Background: an optimization exercise with open tools, aiming at small area and a short achievable clock period. Do not read the settings as production practice. In this exercise RTL edits were held to simulation tests only and were not proved equivalent to the original.

## P
==> flow/design.v (excerpt) <==
module top_level(f1,f2,p,in_1,in_2,out,clk,clk2);
input [7:0]in_1, in_2;
input clk;
input clk2;
input [15:0]p;   
input [15:0]f1,f2;  
output [15:0]out;
wire       nz1_d, nz2_d;
wire [2:0] k1_d, k2_d;
wire [6:0] xf1_d, xf2_d;
convert cv1 (.int8(in_1), .nz(nz1_d), .k(k1_d), .xf(xf1_d));
convert cv2 (.int8(in_2), .nz(nz2_d), .k(k2_d), .xf(xf2_d));
reg        nz1, nz2, s1, s2;
reg  [4:0] be1, be2;
reg  [2:0] k1, k2;
reg  [6:0] xf1, xf2;
reg  [9:0] bm1, bm2;
reg  [12:0] t31, t32;    
always @(posedge clk) begin
  t31 <= {2'b00, 1'b1, f1[9:0]} + {1'b0, 1'b1, f1[9:0], 1'b0};
  t32 <= {2'b00, 1'b1, f2[9:0]} + {1'b0, 1'b1, f2[9:0], 1'b0};
  nz1 <= nz1_d;  nz2 <= nz2_d;
  be1 <= f1[14:10]; be2 <= f2[14:10];
  k1  <= k1_d;      k2  <= k2_d;
  xf1 <= xf1_d;  xf2 <= xf2_d;
  s1  <= f1[15]; s2  <= f2[15];
  bm1 <= f1[9:0]; bm2 <= f2[9:0];
end
wire [18:7] P1_d, P2_d;
mult mu1 (.xf(xf1), .bm(bm1), .B3(t31), .P(P1_d));
mult mu2 (.xf(xf2), .bm(bm2), .B3(t32), .P(P2_d));
wire [15:0] m1_d, m2_d;
mult_norm mn1 (.nz(nz1), .s(s1), .e0(be1 + {2'b00, k1}), .P(P1_d), .C(m1_d));
mult_norm mn2 (.nz(nz2), .s(s2), .e0(be2 + {2'b00, k2}), .P(P2_d), .C(m2_d));
reg [15:0] m1, m2;
always @(posedge clk) begin
  m1 <= m1_d;
  m2 <= m2_d;
end
wire [14:0] sR_d;
wire [4:0]  sLe_d;
wire        sLs_d, sbz_d;
sadd_front sa1 (.A(m1), .B(m2), .R(sR_d), .Le(sLe_d), .Ls(sLs_d), .bz(sbz_d));
reg [14:0] sR;
reg [4:0]  sLe;
reg        sLs, sbz;
always @(posedge clk) begin
  sR  <= sR_d;
  sLe <= sLe_d;
  sLs <= sLs_d;
  sbz <= sbz_d;
end
wire [15:0] S_sum;
normalize  no1 (.R(sR), .Le(sLe), .Ls(sLs), .bz(sbz), .Z(S_sum));
wire [15:0] Y;
wire        ge_d;
wire [4:0]  sha_d, shb_d;
acc_pre ap (.T(S_sum), .p(p), .o(out), .sel(clk2), .Y(Y), .ge(ge_d), .sha(sha_d), .shb(shb_d));
reg [15:0] aA, aB;
reg        age;
reg [4:0]  asha, ashb;
always @(posedge clk) begin
  aA   <= S_sum;
  aB   <= Y;
  age  <= ge_d;
  asha <= sha_d;
  ashb <= shb_d;
end
  ...
Size in the first run: ~2800 cells after synthesis, roughly 190 flip-flops, ~82 I/O pins.
clock: 13.5 ns
lec_check: 0
abc_area: 1
cap_margin: 20
core_margin: 2
core_utilization: 65
place_density: 0.75
slew_margin: 20
standard.sh (not shown) runs the stock make flow with config.mk's settings and CLKGATE_MAP_FILE= SYNTH_SCRIPT=/design/flow/synth_recipe.tcl, a recipe that flattens the netlist after the stock synthesis.
==> flow/flow/run.sh <==
#!/bin/bash
# Own layout flow: the standard flow's synthesis script and layout, with these changes
# in how the layout is made:
#  - synthesis leaves the arithmetic to ABC instead of first mapping full
#    and half adders to fixed adder cells (ADDER_MAP_FILE empty); the
#    registers, their names and cell types are the same as the standard
#    synthesis gives;
#  - the port buffers are buf_2 cells instead of the resizer's default pick;
set -euo pipefail
bash standard.sh ADDER_MAP_FILE= synth > synth.log 2>&1
bash standard.sh ADDER_MAP_FILE= SETUP_SLACK_MARGIN=9.5 TNS_END_PERCENT=0 "BUFFER_PORTS_ARGS=-buffer_cell sky130_fd_sc_hd__buf_2" finish > layout.log 2>&1
P: PASS, flow complete, no timing, DRC or antenna violations
### P -> Q
diff --git a/flow/flow/run.sh b/flow/flow/run.sh
--- a/flow/flow/run.sh
+++ b/flow/flow/run.sh
@@ -10,2 +10,2 @@
 bash standard.sh ADDER_MAP_FILE= synth > synth.log 2>&1
-bash standard.sh ADDER_MAP_FILE= SETUP_SLACK_MARGIN=9.5 TNS_END_PERCENT=0 "BUFFER_PORTS_ARGS=-buffer_cell sky130_fd_sc_hd__buf_2" finish > layout.log 2>&1
+bash standard.sh ADDER_MAP_FILE= SETUP_SLACK_MARGIN=9.85 TNS_END_PERCENT=0 "BUFFER_PORTS_ARGS=-buffer_cell sky130_fd_sc_hd__buf_2" finish > layout.log 2>&1
## What came out
- Against P, Q reports a total cell area at the placement stage that is higher.
Inputs modified between Q and R:
diff --git a/flow/flow/run.sh b/flow/flow/run.sh
--- a/flow/flow/run.sh
+++ b/flow/flow/run.sh
@@ -10,2 +10,2 @@
 bash standard.sh ADDER_MAP_FILE= synth > synth.log 2>&1
-bash standard.sh ADDER_MAP_FILE= SETUP_SLACK_MARGIN=9.85 TNS_END_PERCENT=0 "BUFFER_PORTS_ARGS=-buffer_cell sky130_fd_sc_hd__buf_2" finish > layout.log 2>&1
+bash standard.sh ADDER_MAP_FILE= SETUP_SLACK_MARGIN=9.7 TNS_END_PERCENT=0 "BUFFER_PORTS_ARGS=-buffer_cell sky130_fd_sc_hd__buf_2" finish > layout.log 2>&1
Notes after the runs:
- Routed wire length, R and Q: smaller value in R
- As of R, via count of the first global-routing pass had fallen by a few percent compared to Q.
- Against Q as the reference, R delivers a lower count of cell instances traversed by the critical path.
- Sort R and Q by via-per-instance ratio, ascending, and R comes first.
- The lower cell area came out of R.
- Compared with Q, R shows non-clock buffer count that has gone down by more than 10%.
Input changes introduced in S (baseline for comparison: R):
diff --git a/flow/config.mk b/flow/config.mk
--- a/flow/config.mk
+++ b/flow/config.mk
@@ -10,4 +10,4 @@
 export CORE_MARGIN = 2
-export CORE_UTILIZATION = 65
-export PLACE_DENSITY = 0.75
+export CORE_UTILIZATION = 55
+export PLACE_DENSITY = 0.7
 export SLEW_MARGIN = 20
==> comparison <==
Going from R to S, cell count grew by a few percent.
For critical path depth, dividing the value from S by the value from R gives 1.07.
S: time the worst path needs with I/O delays and setup is 0.0069 ns higher than what R reported.
S: sum of met3 wire segment lengths after detailed routing 17% below R
## Diff of input files: T against S
diff --git a/flow/config.mk b/flow/config.mk
--- a/flow/config.mk
+++ b/flow/config.mk
@@ -10,4 +10,5 @@
 export CORE_MARGIN = 2
-export CORE_UTILIZATION = 55
-export PLACE_DENSITY = 0.7
+export CORE_UTILIZATION = 65
+export CTS_BUF_LIST = sky130_fd_sc_hd__clkbuf_8
+export PLACE_DENSITY = 0.75
 export SLEW_MARGIN = 20
Findings:
Every stage of the flow completed for T, and the final layout passed the timing, DRC and antenna checks.
S vs T, source of the critical timing path: age vs ashb[0]
The run with more routed wire is T, not S.
T against S: number of global-route vias before repair up 171; setup slack lower; design area shrank by 1.3%; sequential share of cell area rose by 0.31 points; global-route usage over all layers climbed 4.5 points.
Relative to S, pre-CTS worst setup slack has gone down in T.
Area of the die for T is lower than for S.

==> port drivers added, routing unchanged <==
The flow's constraints put no driver on any port. The routed layouts listed below were extracted and timed again, unchanged, in two steps.
Step 1, drivers: a clkbuf_16 drives clk and a buf_2 each remaining input, both assumed.
Step 2 also shifts input and output timing later by t, the mid clock arrival at the registers, as if the neighbouring blocks saw the same clock.
Three values: ideal, step 1, step 2; two values: the first two.
run	t (ns)	setup WS [ns]	worst setup path at the end	latest minus earliest clock arrival (ns)	worst register clock-pin slew, ns
P	0.482	9.250 / 9.250 / 9.237	input to register	0.014 / 0.014	0.08 / 0.08
Q	0.482	9.161 / 9.161 / 9.161	register to register	0.020 / 0.021	0.08 / 0.08
R	0.482	9.516 / 9.516 / 9.307	input to register	0.016 / 0.016	0.08 / 0.08
S	0.504	9.509 / 9.509 / 9.175	input to register	0.017 / 0.018	0.08 / 0.08
T	0.518	9.393 / 9.393 / 9.310	input to register	0.019 / 0.019	0.11 / 0.11
After both steps every run listed still meets setup and hold. The setup slack of S, which loses most, moves by 0.000 ns with the drivers and by -0.334 ns with both steps.
